Source: an optimization exercise on an open RTL-to-GDS flow (aim: small area, a short achievable clock period and few clock cycles). Production flows keep margins and buffers that such runs may drop. No run shown here included a check of the RTL's function; only the layout flow was run.

==> flow/design.v, too long to show whole: its modules and the start of the top module <==
// module viterbi_top: 1839 lines
module viterbi_top #(
    parameter N = 8,    
    parameter I = 3,    
    parameter K = 3,    
    parameter W = 16    
)(
    input                      clk,
    input                      rst_n,
    input                      start,
    input  [2:0]               length,
    input  [1:0]               obs_in,
    input                      obs_valid,
    input  signed [W-1:0]      logA_0,  logA_1,  logA_2,
    input  signed [W-1:0]      logA_3,  logA_4,  logA_5,
    input  signed [W-1:0]      logA_6,  logA_7,  logA_8,
    input  signed [W-1:0]      logC_0,  logC_1,  logC_2,
    input  signed [W-1:0]      logB_0,  logB_1,  logB_2,
    input  signed [W-1:0]      logB_3,  logB_4,  logB_5,
    input  signed [W-1:0]      logB_6,  logB_7,  logB_8,
    output [1:0]               path_0,
    output [1:0]               path_1,
    output [1:0]               path_2,
    output [1:0]               path_3,
    output [1:0]               path_4,
    output [1:0]               path_5,
    output [1:0]               path_6,
    output [1:0]               path_7,
    output reg                 done
);
  // ...
==> flow/run.sh <==
#!/bin/bash
# synth_recipe.tcl (not shown) runs the flow's synth.tcl, then flattens the netlist and writes it again
# the make line also repeats each setting of config.mk as NAME=value (left out here)
make -C /OpenROAD-flow-scripts/flow DESIGN_CONFIG=/design/flow/config.mk WORK_HOME=/design/flow/orfs CLKGATE_MAP_FILE= SYNTH_SCRIPT=/design/flow/synth_recipe.tcl finish
==> flow/config.mk <==
export PLATFORM = sky130hd
export DESIGN_NAME = viterbi_top
export DESIGN_NICKNAME = viterbi_top
export VERILOG_FILES = /design/flow/design.v
export SDC_FILE = /design/flow/constraint.sdc
export NUM_CORES = 4
export LEC_CHECK = 0
export ABC_AREA = 1
export CAP_MARGIN = 20
export CORE_MARGIN = 2
export CORE_UTILIZATION = 40
export SLEW_MARGIN = 20
==> flow/constraint.sdc <==
create_clock -name core_clock -period 12.0 [get_ports {clk}]
set_input_delay 2.4000 -clock core_clock [delete_from_list [all_inputs] [get_ports {clk}]]
set_output_delay 2.4000 -clock core_clock [all_outputs]
set_load 0.01 [all_outputs]
==> impl_metrics.tcl, run 1 <==
set metrics [dict create \
    grt_busiest_layer "met2" \
    outcome "finished clean" \
    port_buffers 361 \
    fin_crit_share_pct 62.13 \
    detailedRoute.firstIterationViolations 2236 \
    global_route_total_usage_across_every_layer_pct 29.38 \
    layout.cells.most_common "nand2_1" \
    min_period_ns 7.456 \
    worst_r2r_startpoint "busy" \
    register_area_um2 2831 \
    max_clk_rate_mhz 134.1 \
    synth-adder-area-share_pct 20.39 \
    maxUsedRoutingLayer "met4" \
    post-cts-setup-buffers 0 \
    synth_simple_gate_area_share_pct 36.71 \
    non_clk_invs 567 \
    min_delay_path_depth 1 \
    top_level_ports 362 \
    crit_arrival_ns 7.58 \
    dr_wl_met3_mm 5.722 \
    htreeDepth 3 \
    timing.critical_path.to "delta_1[1]" \
    cells_along_the_critical_path "clkdlybuf4s50_1, ha_1, inv_1, fa_1, nand3b_1, nand2_1, nand3_1, nand2_1, inv_1, fa_1, inv_1, o21ai_0, a21oi_1, nand2_1, nor2_1, nand2_1, nand2_1, nor2_2, nand3_2, buf_4, inv_1, nand2_1, nand3_1, nand2_1" \
    synth_top_family_by_area "simple AND/OR/NAND/NOR gates" \
    worst_setup_path_end_kind "register" \
    cp_num_buf_inv 6 \
    max_cap_violations 0 \
]
==> inputs of run 2 (changes only) <==
--- a/flow/config.mk
+++ b/flow/config.mk
@@ -10,3 +10,4 @@
 export CORE_MARGIN = 2
 export CORE_UTILIZATION = 40
+export SETUP_SLACK_MARGIN = 4
 export SLEW_MARGIN = 20
==> impl_metrics.tcl, run 2 <==
set metrics [dict create \
    core_area_um2 54990 \
    slowest_cell_on_the_critical_path "nor2_2" \
    place_ws_ns 4.257 \
    grt_remaining_overflow 0 \
    worst_setup_path_end_kind "register" \
    cts-root-buf "clkbuf_16" \
    cts_made_buffers 9 \
    synth.avg_cell_area_um2 6.145 \
    yosysWarningCount 1 \
    synth_area_leader_cell "nand2_1" \
    yosys_most_used_dff "edfxtp_1" \
    grt_setup_unrepaired "false" \
    worstSkewPairLatency_ns 0.38 \
    dpl.hpwl_mm 69.12 \
    max_cap_violations 0 \
    first_global_vias 22440 \
    final.setup_skew_ns 0.01629 \
    antenna_violations_before_repair 2 \
    multi_input_area_um2 16830 \
    height_of_the_chip_um 239.5 \
    crit_type "input pin to register" \
    synth-seq-area-share_pct 12.75 \
    maximum_count_of_clock_buffers_along_a_single_path 2 \
    cells_along_the_critical_path "clkdlybuf4s50_1, ha_1, inv_1, fa_1, nand3b_1, nand2_1, nand3_1, nand2_1, inv_1, fa_1, inv_1, o21ai_0, a21oi_1, nand2_1, nor2_1, nand2_1, nand2_1, nor2_2, nand3_2, buf_4, inv_1, nand2_1, nand3_1, nand2_1" \
    detailedRoute.firstIterationViolations 2236 \
    ctsHoldBuffers 0 \
    cp_common_cell "nand2_1" \
    crit_arrival_ns 7.58 \
    max_clk_rate_mhz 134.1 \
    detailroute.via_count 24220 \
    final_net_count 4583 \
    share_of_the_synthesized_area_in_the_top_cell_type_pct 20.60 \
    top_level_ports 362 \
    synth.area.top_cells "nand2_1 (21%), ha_1 (14%), edfxtp_1 (12%), inv_1 (9.4%), fa_1 (6.2%)" \
    post_cts_resized 0 \
    syn_inst_count 3609 \
    synthesis.area_um2 22180 \
    setup_viol_count_final 0 \
    layout.cells.most_common "nand2_1" \
    slew_viol_final 0 \
    grt_pass1_wl_mm 129.3 \
    post_drt_via_cell_ratio 5.184 \
    critPathLaunchType "input pin" \
    number_of_synthesized_register_bits 95 \
    grt_max_degree 66 \
    port_buffers 361 \
    antenna_violating_nets_post_route 0 \
    outcome "finished clean" \
    ys_top_cells_by_count "nand2_1 (1,217), inv_1 (556), nand3_1 (265)" \
    tritoncts_clock_tree "done" \
    clock-sinks 95 \
    clk_transition_reported_paths_ns 0.07 \
    post-synth-top-count-cell "nand2_1" \
    fin_setup_tns_ns 0 \
    fin_worst_hold_slack_ns 0.5092 \
    post-cts-setup-buffers 0 \
    htreeDepth 3 \
    dr.pass1.iters 6 \
    std_cell_rows 86 \
    floorplan.die.width_um 239.5 \
    critPathMaxStageDelay_ns 0.82 \
    synth_edf_count 90 \
    register_area_um2 2831 \
    fin_crit_share_pct 62.13 \
    syn_nets 4274 \
    layout_common_cells "nand2_1 (1,216), inv_1 (554), clkdlybuf4s50_1 (361)" \
    largest_registers "delta_0 (16), delta_1 (16), delta_2 (16)" \
    postLayoutSetupSlackWorst_ns 4.544 \
    route.detailed.wl_per_inst_um 18.12 \
    final_layout_size_suffix_gt1_share_pct 3.492 \
    start_util_pct 40.34 \
    timing.hold.worst.class "register to register" \
    floorplan.die_area_um2 57350 \
    min_period_ns 7.456 \
    worst_slew_pin_slew_ns 1.099 \
    timing.slew.headroom_pct 26.65 \
    count_of_endpoints_failing_hold_in_the_final_timing_report 0 \
    routed_wirelength_mm 84.65 \
    layout-area-overhead-vs-synth_pct 20.47 \
    worstPathMaxFanout 41 \
    synth-async-reset-ratio_pct 5.263 \
    gp_congestion 0.9495 \
    fillCellCount 5789 \
    worst_ep_required_time_ns 12.12 \
    yosysUniqueCellTypes 60 \
    route.detailed.drc 0 \
    global_route_total_usage_across_every_layer_pct 29.38 \
]
==> run 2: logic make-up after synthesis <==
logic type	count (synthesis)	share of synthesized area [%]
AOI/OAI and AO/OA	522	13.93
DFF	95	12.75
muxes	3	0.1354
and+or+nand+nor	1908	36.71
adders and majority gates	320	20.39
xor gates and xnor gates	118	4.660
buffers and inverters	643	11.42
==> run 2: area by class of cell <==
class,count,area share [%]
Multi-Input combinational cell,2871,62.99
Timing Repair Buffer,374,13.89
Sequential cell,95,10.60
Inverter,567,7.975
Tap cell,748,3.503
Clock buffer,12,0.9225
Clock inverter,4,0.1171
Antenna cell,1,0.009365
==> run 2: through the flow <==
stage / area (um2) / utilization, % / std cells
final: 26720 / 48.59 / 4672
after global routing: 26720 / 48.59 / 4672
after CTS: 26720 / 48.59 / 4671
after detailed placement: 26440 / 48.08 / 4655
after global placement: 26440 / 48.08 / 4655
after floorplan: 22180 / - / 3609
==> run 2: critical path, delay by kind of cell <==
kind | cells | cell delay (ns)
adders and majority gates | 3 | 1.15
and+or+nand+nor | 13 | 2.35
buffers and inverters | 6 | 1.37
AOI/OAI and AO/OA | 2 | 0.29
==> run 2: layer usage <==
| metal | track usage, % | vias up | routed length (um) |
|---|---|---|---|
| met5 | 0 | - | 0 |
| met4 | 8.144 | 0 | 2406 |
| met3 | 3.480 | 104 | 5722 |
| met2 | 48.67 | 918 | 37820 |
| met1 | 40.22 | 10860 | 38700 |
| li1 | - | 12340 | - |
==> run 2: worst paths after layout <==
kind,start,endpoint,slack (ns),cells past startpoint
min,done,done,0.51,1
max reg2reg,busy,delta_0[1],5.45,28
min reg2reg,done,done,0.51,1
max,logA_7[0],delta_1[1],4.54,24
min in group asynchronous,rst_n,done,2.25,1
max in group asynchronous,rst_n,busy,9.52,1
==> inputs of run 3 (changes only) <==
--- a/flow/config.mk
+++ b/flow/config.mk
@@ -10,4 +10,4 @@
 export CORE_MARGIN = 2
 export CORE_UTILIZATION = 40
-export SETUP_SLACK_MARGIN = 4
+export SETUP_SLACK_MARGIN = 5
 export SLEW_MARGIN = 20
==> impl_metrics.tcl, run 3 <==
set metrics [dict create \
    outcome "finished clean" \
    hold_start "done" \
    critPathLaunchType "input pin" \
    ff2ff_setup_slack_ns 5.92 \
    yosysWarningCount 1 \
    grt_setup_unrepaired "false" \
    count_of_endpoints_failing_hold_in_the_final_timing_report 0 \
    layout-area-overhead-vs-synth_pct 22.70 \
    max_clk_rate_mhz 148.5 \
    yosys_most_used_dff "edfxtp_1" \
    clock-sinks 95 \
    detailedRoute.firstIterationViolations 2214 \
    slowest_cell_on_the_critical_path "clkdlybuf4s50_1" \
    setup_viol_count_final 0 \
    grt_pass1_wl_mm 129.7 \
    syn_nets 4274 \
    final_layout_size_suffix_gt1_share_pct 4.509 \
    final.setup_skew_ns 0.01378 \
    cts_made_buffers 9 \
    layout_common_cells "nand2_1 (1,214), inv_1 (554), clkdlybuf4s50_1 (361)" \
    global_route_total_usage_across_every_layer_pct 29.52 \
    post-synth-top-count-cell "nand2_1" \
    worst_slew_pin_slew_ns 1.019 \
    cells_along_the_critical_path "clkdlybuf4s50_1, ha_1, inv_1, fa_1, nand3b_1, nand2_1, inv_1, fa_1, xor2_2, inv_1, ha_1, a21oi_1, nand2_1, a21oi_1, inv_1, a21oi_1, inv_1, a21oi_2, o21ai_0, a21oi_1, xor2_1, nand2_1, o21ai_1" \
    route.detailed.drc 0 \
    fin_area_um2 27210 \
    routed_wirelength_mm 86.49 \
    post_drt_via_cell_ratio 5.234 \
    worst_ep_required_time_ns 12.24 \
    ys_top_cells_by_count "nand2_1 (1,217), inv_1 (556), nand3_1 (265)" \
    maximum_count_of_clock_buffers_along_a_single_path 2 \
    share_of_the_synthesized_area_in_the_top_cell_type_pct 20.60 \
    clk_transition_reported_paths_ns 0.08 \
    cts-root-buf "clkbuf_16" \
    syn_inst_count 3609 \
    std_cell_rows 86 \
    antenna_violating_nets_post_route 0 \
    hold-path-endpoint "done" \
    detailroute.via_count 24580 \
    r2r.worst_path.cells 27 \
    worstSkewPairLatency_ns 0.38 \
    grt_remaining_overflow 0 \
    yosysUniqueCellTypes 60 \
    number_of_synthesized_register_bits 95 \
    synth.area.top_cells "nand2_1 (21%), ha_1 (14%), edfxtp_1 (12%), inv_1 (9.4%), fa_1 (6.2%)" \
    dr.pass1.iters 5 \
    ctsHoldBuffers 0 \
    worst_r2r_startpoint "busy" \
    htreeDepth 3 \
    timing.hold.worst.class "register to register" \
    largest_registers "delta_0 (16), delta_1 (16), delta_2 (16)" \
    floorplan.die.width_um 239.5 \
    synth-seq-area-share_pct 12.75 \
    antenna_violations_before_repair 2 \
    min_delay_path_depth 1 \
    worstReg2RegEnd "delta_2[2]" \
    start_util_pct 40.34 \
    cp_common_cell "inv_1" \
    timing.slew.headroom_pct 31.33 \
    min_period_ns 6.732 \
    max_cap_violations 0 \
    dpl.hpwl_mm 69.12 \
    worst_setup_path_end_kind "register" \
    synth-async-reset-ratio_pct 5.263 \
    port_buffers 361 \
    grt_max_degree 66 \
    critPathMaxStageDelay_ns 0.47 \
    route.detailed.wl_per_inst_um 18.41 \
    fin_setup_tns_ns 0 \
    synth_edf_count 90 \
    first_global_vias 22480 \
    crit_type "input pin to register" \
    tritoncts_clock_tree "done" \
    layout.cells.most_common "nand2_1" \
    placement.cell_area_um2 26440 \
    core_area_um2 54990 \
    fin_crit_share_pct 56.10 \
    top_level_ports 362 \
    synth_area_leader_cell "nand2_1" \
    crit_arrival_ns 6.97 \
    synthesis.area_um2 22180 \
    gp_congestion 0.9495 \
    height_of_the_chip_um 239.5 \
    final_net_count 4608 \
    worstPathMaxFanout 6 \
    synth.avg_cell_area_um2 6.145 \
    floorplan.die_area_um2 57350 \
    slew_viol_final 0 \
]
## run 3: worst max-delay path by stage
stage / to / start / slack (ns) / cells after the start
floorplan: delta_0[9] / obs_in[0] / 5.75 / 23
global placement: delta_1[1] / logA_7[0] / 4.32 / 24
detailed placement: delta_1[1] / logA_7[0] / 4.26 / 24
CTS: surv_2[3] / logA_2[0] / 5.00 / 26
global route: delta_2[14] / logA_5[0] / 5.00 / 24
finish: delta_0[15] / logA_6[0] / 5.27 / 23
## run 3: final cells by class
cell class              count  area [um2]
diodes                      1       2.502
clock buffers              12       246.5
clock inverters             4       31.28
fillers                  5730       27770
inverters                 567        2142
multi-input cells        2877       17050
flip-flops and latches     95        2831
well taps                 748       935.9
repair buffers            393        3973
## run 3: worst max-delay path, delay by kind of cell
| family | cells | cell delay [ns] |
|---|---|---|
| AO/OA/AOI/OAI | 7 | 1.40 |
| buffers and inverters | 6 | 0.82 |
| adder cells (fa/ha/maj) | 4 | 1.30 |
| AND/OR/NAND/NOR | 4 | 0.54 |
| XOR/XNOR | 2 | 0.48 |
## run 3: kinds of logic (layout without fill, tap and decap cells)
family	Yosys count	count (layout)	synth area share (%)
AND/OR/NAND/NOR	1908	1914	36.71
adder cells (fa/ha/maj)	320	320	20.39
multiplexers	3	3	0.1354
flip-flops	95	95	12.75
AO/OA/AOI/OAI	522	522	13.93
buffers and inverters	643	976	11.42
other	0	1	0
XOR/XNOR	118	118	4.660
## run 3: metal layers
metal  routed length (um)  track usage, %
met2                38450           48.92
met1                39230           40.35
met4                 2637           8.125
met5                    0               0
met3                 6165           3.584
## run 3: what timing repair did
| action | in CTS | in global routing |
|---|---|---|
| cloned | 1 | 5 |
| resized for setup | 12 | 40 |
| endpoints found under the setup margin | 67 | 97 |
| pin swaps | 0 | 10 |
| buffers inserted | 0 | 19 |
## run 3: stage by stage
stage / setup slack, ns / hold WS, ns / utilization, % / std cells
3_3_place_gp: 4.325 / 0.4903 / 48.08 / 4655
2_1_floorplan: 5.748 / 0.5305 / - / 3609
3_5_place_dp: 4.257 / 0.4895 / 48.08 / 4655
4_1_cts: 5.001 / 0.5096 / 48.68 / 4672
6_report: 5.268 / 0.5091 / 49.49 / 4697
5_1_grt: 5.002 / 0.5406 / 49.49 / 4697
==> inputs of run 4 (changes only) <==
==> flow/flow/run.sh (new file) <==
#!/bin/bash
# Standard layout, with plain buffers on the ports and timing repair aimed
# below the clock period.
set -euo pipefail
bash standard.sh \
  "BUFFER_PORTS_ARGS=-buffer_cell sky130_fd_sc_hd__buf_2" \
  SETUP_SLACK_MARGIN=6.5 \
  finish > standard.log 2>&1
==> flow/standard.sh (new file) <==
#!/bin/bash
# synth_recipe.tcl (not shown) runs the flow's synth.tcl, then flattens the netlist and writes it again
# the make line also repeats each setting of config.mk as NAME=value (left out here)
make -C /OpenROAD-flow-scripts/flow DESIGN_CONFIG=/design/flow/config.mk WORK_HOME=/design/flow/orfs CLKGATE_MAP_FILE= SYNTH_SCRIPT=/design/flow/synth_recipe.tcl "${@:-finish}"
--- a/flow/config.mk
+++ b/flow/config.mk
@@ -10,4 +10,3 @@
 export CORE_MARGIN = 2
 export CORE_UTILIZATION = 40
-export SETUP_SLACK_MARGIN = 5
 export SLEW_MARGIN = 20
removed: flow/run.sh
==> impl_metrics.tcl, run 4 <==
set metrics [dict create \
    max_clk_rate_mhz 173.0 \
    antenna_violations_before_repair 0 \
    fin_area_um2 30950 \
    synth.avg_cell_area_um2 6.145 \
    setup_viol_count_final 0 \
    worstPathMaxFanout 5 \
    layout_common_cells "nand2_1 (1,042), inv_1 (476), buf_2 (350)" \
    cts_made_buffers 9 \
    yosys_most_used_dff "edfxtp_1" \
    count_of_endpoints_failing_hold_in_the_final_timing_report 0 \
    worst_ep_required_time_ns 12.11 \
    tritoncts_clock_tree "done" \
    timing.hold.worst.class "register to register" \
    port_buffers 361 \
    grt_pass1_wl_mm 141.4 \
    fin_setup_tns_ns 0 \
    dpl.hpwl_mm 68.01 \
    synth-async-reset-ratio_pct 5.263 \
    synthesis.area_um2 22180 \
    floorplan.die_area_um2 57350 \
    clk_transition_reported_paths_ns 0.08 \
    grt_remaining_overflow 0 \
    place_ws_ns 4.805 \
    top_level_ports 362 \
    layout-area-overhead-vs-synth_pct 39.55 \
    route.detailed.drc 0 \
    final_layout_size_suffix_gt1_share_pct 31.14 \
    maximum_count_of_clock_buffers_along_a_single_path 2 \
    routed_wirelength_mm 98.44 \
    height_of_the_chip_um 239.5 \
    floorplan.die.width_um 239.5 \
    cts-root-buf "clkbuf_16" \
    slew_viol_final 0 \
    final.setup_skew_ns 0.01942 \
    critPathLaunchType "input pin" \
    htreeDepth 3 \
    dr.pass1.iters 6 \
    synth_edf_count 90 \
    final_net_count 4861 \
    fillCellCount 5277 \
    outcome "finished clean" \
    synth-seq-area-share_pct 12.75 \
    synth_area_leader_cell "nand2_1" \
    ctsHoldBuffers 0 \
    synth.area.top_cells "nand2_1 (21%), ha_1 (14%), edfxtp_1 (12%), inv_1 (9.4%), fa_1 (6.2%)" \
    share_of_the_synthesized_area_in_the_top_cell_type_pct 20.60 \
    timing.slew.headroom_pct 35.74 \
    std_cell_rows 86 \
    max_cap_violations 0 \
    first_global_vias 24320 \
    yosysUniqueCellTypes 60 \
    postLayoutSetupSlackWorst_ns 6.221 \
    clock-sinks 95 \
    worstSkewPairLatency_ns 0.40 \
    worst_slew_pin_slew_ns 0.9538 \
    route.detailed.wl_per_inst_um 19.88 \
    antenna_violating_nets_post_route 0 \
    detailroute.via_count 26680 \
    post_drt_via_cell_ratio 5.390 \
    syn_inst_count 3609 \
    fin_crit_share_pct 48.16 \
    global_route_total_usage_across_every_layer_pct 32.62 \
    core_area_um2 54990 \
    post-synth-top-count-cell "nand2_1" \
    layout.cells.most_common "nand2_1" \
    start_util_pct 40.34 \
    grt_setup_unrepaired "true" \
    ys_top_cells_by_count "nand2_1 (1,217), inv_1 (556), nand3_1 (265)" \
    number_of_synthesized_register_bits 95 \
    syn_nets 4274 \
    largest_registers "delta_0 (16), delta_1 (16), delta_2 (16)" \
    worst_setup_path_end_kind "register" \
    placement.cell_area_um2 25250 \
    grt_max_degree 74 \
    yosysWarningCount 1 \
    crit_type "input pin to register" \
    min_period_ns 5.779 \
    detailedRoute.firstIterationViolations 2618 \
    crit_arrival_ns 5.89 \
    gp_congestion 0.9367 \
]
## run 4: changes by cell type in the layout (fill, tap and decap cells not counted), sizes merged
| cell | delta |
|---|---|
| nand3 | +4 |
| clkbuf | +3 |
| clkinvlp | +10 |
| diode | +1 |
| inv | -1 |
| clkinv | -3 |
| nand2 | +3 |
| buf | +598 |
| clkdlybuf4s50 | -361 |
## run 4: routing by layer
layer | wire length (um) | global-route usage (%) | share of wire (%) | up-vias
met1 | 40570 | 43.42 | 41 | 12210
li1 | - | - | - | 12930
met2 | 43700 | 52.97 | 44 | 1303
met4 | 5199 | 13.48 | 5.3 | 0
met5 | 0 | 0 | 0 | -
met3 | 8966 | 4.575 | 9.1 | 248
## run 4: worst paths after layout
check | startpoint | end | slack (ns) | cells past startpoint
setup / recovery | logA_2[0] | surv_2[11] | 6.22 | 24
hold / removal | done | done | 0.50 | 1
setup reg to reg | busy | surv_2[11] | 6.53 | 25
hold reg to reg | done | done | 0.50 | 1
max in group asynchronous | rst_n | busy | 10.03 | 1
min in group asynchronous | rst_n | cnt[0] | 1.82 | 1
## run 4: metrics by stage
step                      util, %  std cells  hold slack [ns]
after detailed placement    45.92       4654           0.4787
final                       56.29       4951           0.4954
after CTS                   52.62       4859           0.4987
after global routing        56.28       4949           0.5273
after global placement      45.92       4654           0.4787
after floorplan                 -       3609           0.5305
## run 4: cell families (layout without fill, tap and decap cells)
kind of cell | count (synthesis) | in the layout | synth area share, %
compound gates | 522 | 522 | 13.93
mux | 3 | 3 | 0.1354
other cells | 0 | 2 | 0
flops | 95 | 95 | 12.75
simple gates | 1908 | 1921 | 36.71
fa+ha+maj | 320 | 320 | 20.39
buf+inv | 643 | 1222 | 11.42
xor+xnor | 118 | 118 | 4.660
## run 4: layout make-up
| cell class | instances | area, um2 | share of cell area (%) |
|---|---|---|---|
| Antenna cell | 2 | 5.005 | 0.01617 |
| Clock buffer | 10 | 229.0 | 0.7398 |
| Clock inverter | 6 | 52.55 | 0.1698 |
| Inverter | 567 | 2227 | 7.196 |
| Multi-Input combinational cell | 2884 | 19630 | 63.43 |
| Sequential cell | 95 | 2831 | 9.148 |
| Tap cell | 748 | 935.9 | 3.024 |
| Timing Repair Buffer | 635 | 4990 | 16.12 |
| Timing Repair inverter | 4 | 47.55 | 0.1536 |
## run 4: timing repair
action | in CTS | in global routing
setup endpoints to repair | 106 | 104
gates cloned | 28 | 6
pin swaps | 153 | 226
setup buffers | 161 | 83
resized for setup | 358 | 337
hold endpoints to repair | 0 | 0
## run 4: worst max-delay path, stage by stage
cell and delay (ns):
buf_6 0.08, nand2_4 0.05, nand2_2 0.10, ha_2 0.17
inv_2 0.04, fa_2 0.35, nor2_2 0.08, nand4_1 0.14
nand2_4 0.16, fa_2 0.51, inv_2 0.12, o22ai_1 0.09
a31oi_1 0.32, nand3_1 0.12, nand2_1 0.08, nor2_1 0.09
nor2_2 0.17, nor2_4 0.06, nand2_8 0.11, buf_6 0.13
nand3_4 0.17, buf_12 0.23, nand3_4 0.05, nand3_2 0.06

==> what the ideal ports hide <==
The results above use ideal ports. As a check the final layouts listed here were re-extracted and re-timed, cells and wires unchanged. Step 1, drivers: a clkbuf_16 drives clk and a buf_2 each remaining input, both assumed. Step 2, shift: input delay + t, output delay - t, t = (earliest + latest rising clock arrival at the registers) / 2. This alone moves slack from input paths to output paths. a / b / c = no drivers / after step 1 / after step 2; a / b = the first two.
run	shift t [ns]	setup slack, ns	worst setup path after step 2	latest minus earliest clock arrival (ns)
run 1	0.433	4.544 / 4.570 / 4.137	input to register	0.016 / 0.016
run 2	0.433	4.544 / 4.570 / 4.137	input to register	0.016 / 0.016
run 3	0.435	5.268 / 5.302 / 4.868	input to register	0.014 / 0.014
run 4	0.441	6.221 / 6.221 / 5.781	input to register	0.020 / 0.019
After both steps setup and hold are still met in every run listed. The setup slack of run 4, which loses most, moves by 0.000 ns with the drivers and by -0.440 ns with both steps.
